Background: an optimization exercise with open tools, aiming at small area, a short achievable clock period and few clock cycles per item. Do not read the settings as production practice. At most, simulation tests tie the RTL to the original design; equivalence was not proved.

==> flow/design.v (excerpt) <==
module huffman_top (
    input         clk,
    input         reset,
    input         gray_valid,
    input  [7:0]  gray_data,
    output        CNT_valid,
    output [47:0] CNT,
    output        code_valid,
    output [47:0] HC,
    output [47:0] M
);
reg        vld, srt, mrg, clr, cnt_v, code_v, srt_d, mrg_d;
reg  [4:1] F;
always @(posedge clk or posedge reset) begin
    if (reset) begin
        vld <= 1'b0; srt <= 1'b0; mrg <= 1'b0; clr <= 1'b1;
        F <= 4'b0; cnt_v <= 1'b0; code_v <= 1'b0;
        srt_d <= 1'b0; mrg_d <= 1'b0;
    end else begin
        vld    <= gray_valid;
        cnt_v  <= vld && !gray_valid;
        code_v <= mrg && !F[1];
        clr    <= mrg && !F[1];
        srt_d  <= srt;
        mrg_d  <= mrg;
        if (vld && !gray_valid) begin
            srt <= 1'b1;
            F   <= 4'b1111;
        end else if (srt || mrg) begin
            if (!F[1]) begin
                srt <= 1'b0;
                mrg <= srt;
                F   <= {4{srt}};
            end else
                F <= {1'b0, F[4:2]};
        end
    end
end
reg  [6:0] R [0:5];
reg  [2:0] p [0:5];
reg  [4:0] hc [0:5];
reg  [4:0] mk [0:5];
reg  [5:1] bq;
wire [6:0] sum = R[0] + R[1];
wire [6:0] X = ({7{srt}} & R[0]) | ({7{mrg}} & sum);
wire [7:0] b;
assign b[0] = 1'b0;
assign b[1] = srt && (F[1] || R[1] < X);
assign b[2] = (srt && F[2]) || R[2] < X;
assign b[3] = (srt && F[3]) || R[3] < X;
assign b[4] = (srt && F[4]) || R[4] < X;
assign b[5] = R[5] < X;
assign b[6] = 1'b0;
assign b[7] = 1'b0;
wire [5:0] inc;
genvar g;
generate for (g = 0; g < 6; g = g + 1) begin : sym
    assign inc[g] = gray_valid && (gray_data[2:0] == ((g == 5) ? 3'd1 : g + 2));
end endgenerate
integer m;
reg [6:0] r1, r2, ra, rb;
reg       s1, s0;
always @(posedge clk) begin
    for (m = 0; m < 6; m = m + 1) begin
  ...
clock: 10.0 ns
lec_check: 0
cap_margin: 20
core_margin: 2
core_utilization: 40
slew_margin: 20
run.sh (not shown) runs the stock make flow with config.mk's settings and CLKGATE_MAP_FILE= SYNTH_SCRIPT=/design/flow/synth_recipe.tcl, a recipe that flattens the netlist after the stock synthesis.
The baseline completed with no timing, DRC or antenna violations.
Edit:
==> flow/flow/run.sh (new file) <==
#!/bin/bash
set -euo pipefail
export BUFFER_PORTS_ARGS="-buffer_cell sky130_fd_sc_hd__buf_1"
export SETUP_SLACK_MARGIN=6.5
bash standard.sh finish > flow.log 2>&1
==> flow/standard.sh (new file) <==
#!/bin/bash
# synth_recipe.tcl (not shown) runs the flow's synth.tcl, then flattens the netlist and writes it again
# the make line also repeats each setting of config.mk as NAME=value (left out here)
make -C /OpenROAD-flow-scripts/flow DESIGN_CONFIG=/design/flow/config.mk WORK_HOME=/design/flow/orfs CLKGATE_MAP_FILE= SYNTH_SCRIPT=/design/flow/synth_recipe.tcl "${@:-finish}"
removed: flow/run.sh
After rerunning: Die area does not change. Register-to-register slack improved by 600 ps. Synthesized area is unchanged. Via count went up by 2.9%. Routed wire length grows by 6.0%. Worst hold slack hardly moves.
Edit:
==> flow/flow/run.sh (replaced) <==
#!/bin/bash
set -euo pipefail
export BUFFER_PORTS_ARGS="-buffer_cell sky130_fd_sc_hd__buf_1"
export SETUP_SLACK_MARGIN=5
bash standard.sh finish > flow.log 2>&1
Clock skew came out higher by 3.8 ps.
Global-route usage came out lower by 1.1 points.
Wire length came out lower by about 8%.
Core utilization came out lower by 4.4 points.
Clock-buffer cell count came out lower by 3.
Design area came out lower by about 9%.
Flip-flop and latch count is unchanged.
Edit:
==> flow/flow/run.sh (replaced) <==
#!/bin/bash
set -euo pipefail
export BUFFER_PORTS_ARGS="-buffer_cell sky130_fd_sc_hd__buf_1"
bash standard.sh finish > flow.log 2>&1
Result:
- die area stays the same
- utilization stays the same
- routed wire length is unchanged
- clock skew is unchanged
- via count is unchanged
- cell area stays the same
- synthesized area is unchanged
- synthesized cell count stays the same
- setup slack stays the same
Function was not checked in any run of this note: the RTL went through the layout flow alone.

---

huffman_top, a different RTL version from the one above (not shown whole).
Size in the first run: roughly 1100 cells after synthesis, about 130 flip-flops, ~160 I/O pins, ~9300 um^2 of cells after synthesis.
==> flow/design.v (excerpt) <==
module huffman_top (
    input         clk,
    input         reset,
    input         gray_valid,
    input  [7:0]  gray_data,
    output        CNT_valid,
    output [47:0] CNT,
    output        code_valid,
    output [47:0] HC,
    output [47:0] M
);
reg        vld, srt, mrg, clr, cnt_v, code_v;
reg  [4:1] F;
always @(posedge clk or posedge reset) begin
    if (reset) begin
        vld <= 1'b0; srt <= 1'b0; mrg <= 1'b0; clr <= 1'b1;
        F <= 4'b0; cnt_v <= 1'b0; code_v <= 1'b0;
    end else begin
        vld    <= gray_valid;
        cnt_v  <= vld && !gray_valid;
        code_v <= mrg && !F[1];
        clr    <= mrg && !F[1];
        if (vld && !gray_valid) begin
            srt <= 1'b1;
            F   <= 4'b1111;
        end else if (srt || mrg) begin
            if (!F[1]) begin
                srt <= 1'b0;
                mrg <= srt;
                F   <= {4{srt}};
            end else
                F <= {1'b0, F[4:2]};
        end
    end
end
reg  [6:0] R [0:5];
reg  [2:0] p [0:5];
reg  [4:0] hc [0:5];
reg  [4:0] mk [0:5];
wire [6:0] r0g = clr ? 7'd0 : R[0];
wire [6:0] r1g = mrg ? R[1] : 7'd0;
wire [6:0] X = r0g + r1g;
function lt3(input [6:0] a, input [6:0] c, input [6:0] r);
    reg [6:0] s, k;
    reg [7:0] t;
    begin
        s = a ^ c ^ ~r;
        k = (a & c) | (a & ~r) | (c & ~r);
        t = {1'b0, s} + {k[5:0], 1'b0};
        lt3 = k[6] | t[7];
    end
endfunction
wire [7:0] b;
assign b[0] = 1'b0;
assign b[1] = srt && (F[1] || R[1] < R[0]);
assign b[2] = (srt && F[2]) || lt3(r0g, r1g, R[2]);
assign b[3] = (srt && F[3]) || lt3(r0g, r1g, R[3]);
assign b[4] = (srt && F[4]) || lt3(r0g, r1g, R[4]);
assign b[5] = lt3(r0g, r1g, R[5]);
assign b[6] = 1'b0;
assign b[7] = 1'b0;
wire [5:0] inc;
genvar g;
generate for (g = 0; g < 6; g = g + 1) begin : sym
    assign inc[g] = gray_valid && (gray_data[2:0] == ((g == 5) ? 3'd1 : g + 2));
end endgenerate
integer m;
reg [6:0] r1, r2, ra, rb, ones;
reg       s1, s0;
  ...
==> flow/config.mk <==
export PLATFORM = sky130hd
export DESIGN_NAME = huffman_top
export DESIGN_NICKNAME = huffman_top
export VERILOG_FILES = /design/flow/design.v
export SDC_FILE = /design/flow/constraint.sdc
export NUM_CORES = 4
export LEC_CHECK = 0
export CAP_MARGIN = 20
export CORE_MARGIN = 2
export CORE_UTILIZATION = 40
export CTS_BUF_LIST = sky130_fd_sc_hd__clkbuf_8
export SLEW_MARGIN = 20
==> flow/constraint.sdc <==
create_clock -name core_clock -period 10.0 [get_ports {clk}]
set_input_delay 2.0000 -clock core_clock [delete_from_list [all_inputs] [get_ports {clk}]]
set_output_delay 2.0000 -clock core_clock [all_outputs]
set_load 0.01 [all_outputs]
standard.sh (not shown) runs the stock make flow with config.mk's settings and CLKGATE_MAP_FILE= SYNTH_SCRIPT=/design/flow/synth_recipe.tcl, a recipe that flattens the netlist after the stock synthesis.
==> flow/flow/run.sh <==
#!/bin/bash
set -euo pipefail
export BUFFER_PORTS_ARGS="-buffer_cell sky130_fd_sc_hd__buf_1"
export SETUP_SLACK_MARGIN=7
bash standard.sh finish > flow.log 2>&1
Rerun with:
--- a/flow/flow/run.sh
+++ b/flow/flow/run.sh
@@ -4 +4 @@
-export SETUP_SLACK_MARGIN=7
+export SETUP_SLACK_MARGIN=6.5
What happened: Wire length drops by 13%; synthesized area stays the same; non-clock buffer count drops by 165; global-route usage drops by 2.0 points; core utilization drops by 11 points; via count drops by 11%; worst setup slack loses 0.0036 ns; count of clock-buffer cells in the layout drops by 1; final cell count drops by 9.8%; worst hold slack gains 0.013 ns.
No run of this note included a check of the RTL's function; only the layout flow was run.

---

P:
huffman_top, a different RTL version from the one above (not shown whole).
Size in the first run: about 160 I/O pins, about 8500 sq um of cells after synthesis.
==> flow/config.mk <==
export PLATFORM = sky130hd
export DESIGN_NAME = huffman_top
export DESIGN_NICKNAME = huffman_top
export VERILOG_FILES = /design/flow/design.v
export SDC_FILE = /design/flow/constraint.sdc
export NUM_CORES = 4
export LEC_CHECK = 0
export ABC_AREA = 1
export CAP_MARGIN = 20
export CORE_MARGIN = 2
export CORE_UTILIZATION = 40
export CTS_BUF_LIST = sky130_fd_sc_hd__clkbuf_8
export PLACE_DENSITY = 0.75
export SLEW_MARGIN = 20
==> flow/constraint.sdc <==
create_clock -name core_clock -period 10.0 [get_ports {clk}]
set_input_delay 2.0000 -clock core_clock [delete_from_list [all_inputs] [get_ports {clk}]]
set_output_delay 2.0000 -clock core_clock [all_outputs]
set_load 0.01 [all_outputs]
==> flow/flow/run.sh <==
#!/bin/bash
set -euo pipefail
export BUFFER_PORTS_ARGS="-buffer_cell sky130_fd_sc_hd__buf_1"
export SETUP_SLACK_MARGIN=6.7
bash standard.sh finish > flow.log 2>&1
Testbench counts of P, summed over its fixed seeds: cycles 35,840, images 320.
Inputs modified between P and Q:
- PLACE_DENSITY: 0.75 -> unset
diff --git a/flow/flow/run.sh b/flow/flow/run.sh
--- a/flow/flow/run.sh
+++ b/flow/flow/run.sh
@@ -4 +4 @@
-export SETUP_SLACK_MARGIN=6.7
+export SETUP_SLACK_MARGIN=6.8
[summary]
On met3 demand-to-capacity share in global routing: between Q and P, it ends up higher for P.
Compared with P, Q shows a core utilization that is 0.81 points higher.
Number of max-slew violations in the final report came out exactly the same in Q and P.
Cmp Q and P / number of cells traversed by the worst hold path / higher: P
Looking only at post-layout worst setup margin, and setting everything else aside, the higher value of Q and P goes to Q.
Q ended with every stage complete and zero timing, DRC or antenna violations.
Final net count: Q > P
P → Q: register-to-register path setup slack moved up, relative area change from synthesis to final layout increased 2.0 points, highest fanout seen on the critical path saw a decrease, routed length per instance shows an increase of 0.36%.
diff inputs: Q => R
diff --git a/flow/flow/run.sh b/flow/flow/run.sh
--- a/flow/flow/run.sh
+++ b/flow/flow/run.sh
@@ -4 +4 @@
-export SETUP_SLACK_MARGIN=6.8
+export SETUP_SLACK_MARGIN=6.7
## What came out
Capturing element of the worst setup path: CNT[42] -> R, CNT[25] -> Q
R against Q: met2 track demand over resource held, cell area after layout dropped about 2.7%.
Q → R: worst setup slack fell by 0.035 ns.
Changes observed in R relative to Q: sequential share of cell area grew by 0.26 points; number of cells on the worst hold path grew by 1; total wire length shrank by about 2.2%; wire length of the first global-routing pass shrank by about 0.4%.
## Diff of input files: S against R
diff --git a/flow/flow/run.sh b/flow/flow/run.sh
--- a/flow/flow/run.sh
+++ b/flow/flow/run.sh
@@ -4 +4 @@
-export SETUP_SLACK_MARGIN=6.7
+export SETUP_SLACK_MARGIN=6.75
Notes after the runs:
The flow did not stop early for S: all stages ran, and the layout cleared the timing, design-rule and antenna checks. Detailed-route wire length, R and S, lower one = R. In terms of final-layout fill cell count, R and S differ only marginally. Looking at area of all sequential standard cells, S sits about 0.4% higher than R does. Going from R to S, final cell count without fillers has increased; via count has increased; share of layout cells above drive strength 1 has increased. Measured against each other, R and S differ in mean number of vias per cell, the higher figure coming from S. Final area for S is higher than for R.

---

the baseline:
Another version of the RTL of huffman_top (not shown whole).
Size: about 9000 um2 of cells after synthesis.
export LEC_CHECK = 0
export CAP_MARGIN = 20
export CORE_MARGIN = 2
export CORE_UTILIZATION = 40
export CTS_BUF_LIST = sky130_fd_sc_hd__clkbuf_8
export CTS_CLUSTER_DIAMETER = 100
export CTS_CLUSTER_SIZE = 30
export SLEW_MARGIN = 20
create_clock -name core_clock -period 10.0 [get_ports {clk}]
==> flow/flow/run.sh <==
#!/bin/bash
set -euo pipefail
export BUFFER_PORTS_ARGS="-buffer_cell sky130_fd_sc_hd__buf_1"
export SETUP_SLACK_MARGIN=6.5
bash standard.sh finish > flow.log 2>&1
The baseline: done, clean on timing, DRC and antenna
For the candidate, these inputs were changed with respect to the baseline:
- CTS_CLUSTER_SIZE no longer set, was 30
- CTS_CLUSTER_DIAMETER no longer set, was 100
--- outcome ---
- Going from the baseline to the candidate, data required time of the critical path comparable, multi-input logic portion of the cell area comparable, maximum frequency comparable, final critical delay including setup and external delays comparable, layout overhead on the synthesized area comparable.
No run of this note included a check of the RTL's function; only the layout flow was run.

---

red:
Another version of the RTL of huffman_top (not shown whole).
Size in the first run: ~1000 cells after synthesis, about 130 flip-flops, about 160 I/O pins.
Settings: LEC_CHECK=0, CAP_MARGIN=20, CORE_MARGIN=2, CORE_UTILIZATION=40, CTS_BUF_LIST=sky130_fd_sc_hd__clkbuf_2 sky130_fd_sc_hd__clkbuf_4 sky130_fd_sc_hd__clkbuf_8, SLEW_MARGIN=20; clock period 10.0 ns.
==> flow/flow/run.sh <==
#!/bin/bash
set -euo pipefail
export BUFFER_PORTS_ARGS="-buffer_cell sky130_fd_sc_hd__buf_1"
bash standard.sh finish > flow.log 2>&1
red | status: complete | timing, DRC, antenna: pass
Modified inputs, blue compared to red
Settings: CTS_BUF_LIST changed from sky130_fd_sc_hd__clkbuf_2 sky130_fd_sc_hd__clkbuf_4 sky130_fd_sc_hd__clkbuf_8 to sky130_fd_sc_hd__clkbuf_8.
- Re number of clock-tree buffers in the layout: no difference whatsoever between red and blue.
- From blue to red, detailed router's first-iteration violation count did not move at all.
- On register-to-register slack, red and blue are basically level.
- Core box area: blue vs red, no meaningful difference
- Per the comparison of blue with red, number of buffers created by CTS flat, register bit total from synthesis flat.
No functional check of the RTL was part of any run of this note.

---

Another version of the RTL of huffman_top (not shown whole).
For scale: ~120 flip-flops, about 0.0078 mm² of cells after synthesis.
==> flow/design.v (excerpt) <==
module huffman_top (
    input         clk,
    input         reset,
    input         gray_valid,
    input  [7:0]  gray_data,
    output        CNT_valid,
    output [47:0] CNT,
    output        code_valid,
    output [47:0] HC,
    output [47:0] M
);
reg        vld, srt, mrg, clr, cnt_v, code_v;
reg  [4:1] F;
always @(posedge clk or posedge reset) begin
    if (reset) begin
        vld <= 1'b0; srt <= 1'b0; mrg <= 1'b0; clr <= 1'b1;
        F <= 4'b0; cnt_v <= 1'b0; code_v <= 1'b0;
    end else begin
        vld    <= gray_valid;
        cnt_v  <= vld && !gray_valid;
        code_v <= mrg && !F[1];
        clr    <= mrg && !F[1];
        if (vld && !gray_valid) begin
            srt <= 1'b1;
            F   <= 4'b1111;
        end else if (srt || mrg) begin
            if (!F[1]) begin
                srt <= 1'b0;
                mrg <= srt;
                F   <= {4{srt}};
            end else
                F <= {1'b0, F[4:2]};
        end
    end
end
reg  [6:0] R [0:5];
reg  [2:0] p [0:5];
reg  [4:0] hc [0:5];
reg  [2:0] ln [0:5];    
wire [6:0] X = (clr ? 7'd0 : R[0]) + (mrg ? R[1] : 7'd0);
wire [7:0] b;
assign b[0] = 1'b0;
assign b[1] = srt && (F[1] || R[1] < X);
assign b[2] = (srt && F[2]) || R[2] < X;
assign b[3] = (srt && F[3]) || R[3] < X;
assign b[4] = (srt && F[4]) || R[4] < X;
assign b[5] = R[5] < X;
assign b[6] = 1'b0;
assign b[7] = 1'b0;
reg  [2:0] px;
always @(posedge clk)
    px <= gray_data[2:0];
wire [5:0] inc;
genvar g;
generate for (g = 0; g < 6; g = g + 1) begin : sym
    assign inc[g] = vld && (px == ((g == 5) ? 3'd1 : g + 2));
end endgenerate
integer m;
reg [6:0] r1, r2, ones;
reg       s1, s0;
always @(posedge clk) begin
    for (m = 0; m < 6; m = m + 1) begin
        r1 = (m < 5) ? R[m + 1] : 7'd127;
        r2 = (m < 4) ? R[m + 2] : 7'd127;
        ones = {&R[m][5:0], &R[m][4:0], &R[m][3:0], &R[m][2:0], &R[m][1:0], R[m][0], 1'b1};
        s0 = (srt && (b[m] || m == 0)) || (mrg && !b[m + 2]) || clr;
  ...
Settings: LEC_CHECK=0, ABC_AREA=1, CAP_MARGIN=20, CORE_MARGIN=2, CORE_UTILIZATION=40, CTS_BUF_LIST=sky130_fd_sc_hd__clkbuf_8, SLEW_MARGIN=20; clock period 10.0 ns.
==> flow/flow/run.sh <==
#!/bin/bash
set -euo pipefail
export BUFFER_PORTS_ARGS="-buffer_cell sky130_fd_sc_hd__buf_1"
export SETUP_SLACK_MARGIN=6.7
bash standard.sh finish > flow.log 2>&1
The first run finished clean.
Rerun with:
==> flow/flow/run.sh (replaced) <==
#!/bin/bash
set -euo pipefail
export BUFFER_PORTS_ARGS="-buffer_cell sky130_fd_sc_hd__buf_1"
export SETUP_SLACK_MARGIN=6.5
bash standard.sh finish > flow.log 2>&1
Result: The changed run produced a clean layout; non-clock buffer count goes down by 6; die area stays the same; routed wire length is about the same; utilization rises by 0.67 points; via count is higher slightly; final area rose slightly; hold slack stays flat; count of clock-buffer cells in the layout does not change; first-iteration DRC count fell by a few percent.
No run of this note included a check of the RTL's function; only the layout flow was run.

what the ideal ports hide:
Ports are ideal in the flow. The routed layouts listed here were re-timed in OpenROAD.
Step 1, drivers: a clkbuf_16 drives clk and a buf_2 each remaining input, both assumed.
Step 2 moves the port delays by t, midway between the first and last clock arrival at a register: inputs arrive t later, outputs are due t later. That takes back most of the time a late clock gives input paths.
a / b / c = no drivers / after step 1 / after step 2; a / b = the first two.
run	t, ns	slack for setup (ns)	hold slack, ns	slew at the worst register clock pin (ns)
the first run of note 1	0.467	5.733 / 5.733 / 5.733	0.527 / 0.527 / 0.527	0.07 / 0.07
the second run of note 1	0.465	6.328 / 6.328 / 6.148	0.527 / 0.527 / 0.527	0.06 / 0.06
the third run of note 1	0.470	5.625 / 5.625 / 5.625	0.521 / 0.521 / 0.521	0.07 / 0.07
the fourth run of note 1	0.470	5.625 / 5.625 / 5.625	0.521 / 0.521 / 0.521	0.07 / 0.07
the first run of note 2	0.511	6.426 / 6.426 / 6.298	0.512 / 0.512 / 0.512	0.10 / 0.10
the second run of note 2	0.508	6.423 / 6.423 / 6.199	0.524 / 0.524 / 0.524	0.09 / 0.09
P	0.497	6.747 / 6.710 / 6.780	0.462 / 0.462 / 0.462	0.09 / 0.09
Q	0.497	6.824 / 6.784 / 6.947	0.454 / 0.454 / 0.454	0.09 / 0.09
R	0.497	6.789 / 6.748 / 6.896	0.458 / 0.458 / 0.458	0.09 / 0.09
S	0.495	6.814 / 6.774 / 6.889	0.459 / 0.459 / 0.459	0.09 / 0.09
the baseline	0.498	6.568 / 6.568 / 6.150	0.470 / 0.470 / 0.470	0.09 / 0.09
the candidate	0.498	6.568 / 6.568 / 6.150	0.470 / 0.470 / 0.470	0.09 / 0.09
red	0.500	4.612 / 4.612 / 4.612	0.513 / 0.513 / 0.513	0.10 / 0.10
blue	0.500	4.612 / 4.612 / 4.612	0.513 / 0.513 / 0.513	0.10 / 0.10
the first run of note 6	0.514	6.390 / 6.390 / 6.390	0.458 / 0.458 / 0.458	0.09 / 0.09
the second run of note 6	0.502	6.381 / 6.381 / 6.381	0.461 / 0.461 / 0.461	0.09 / 0.09
After both steps every run listed still meets setup and hold.
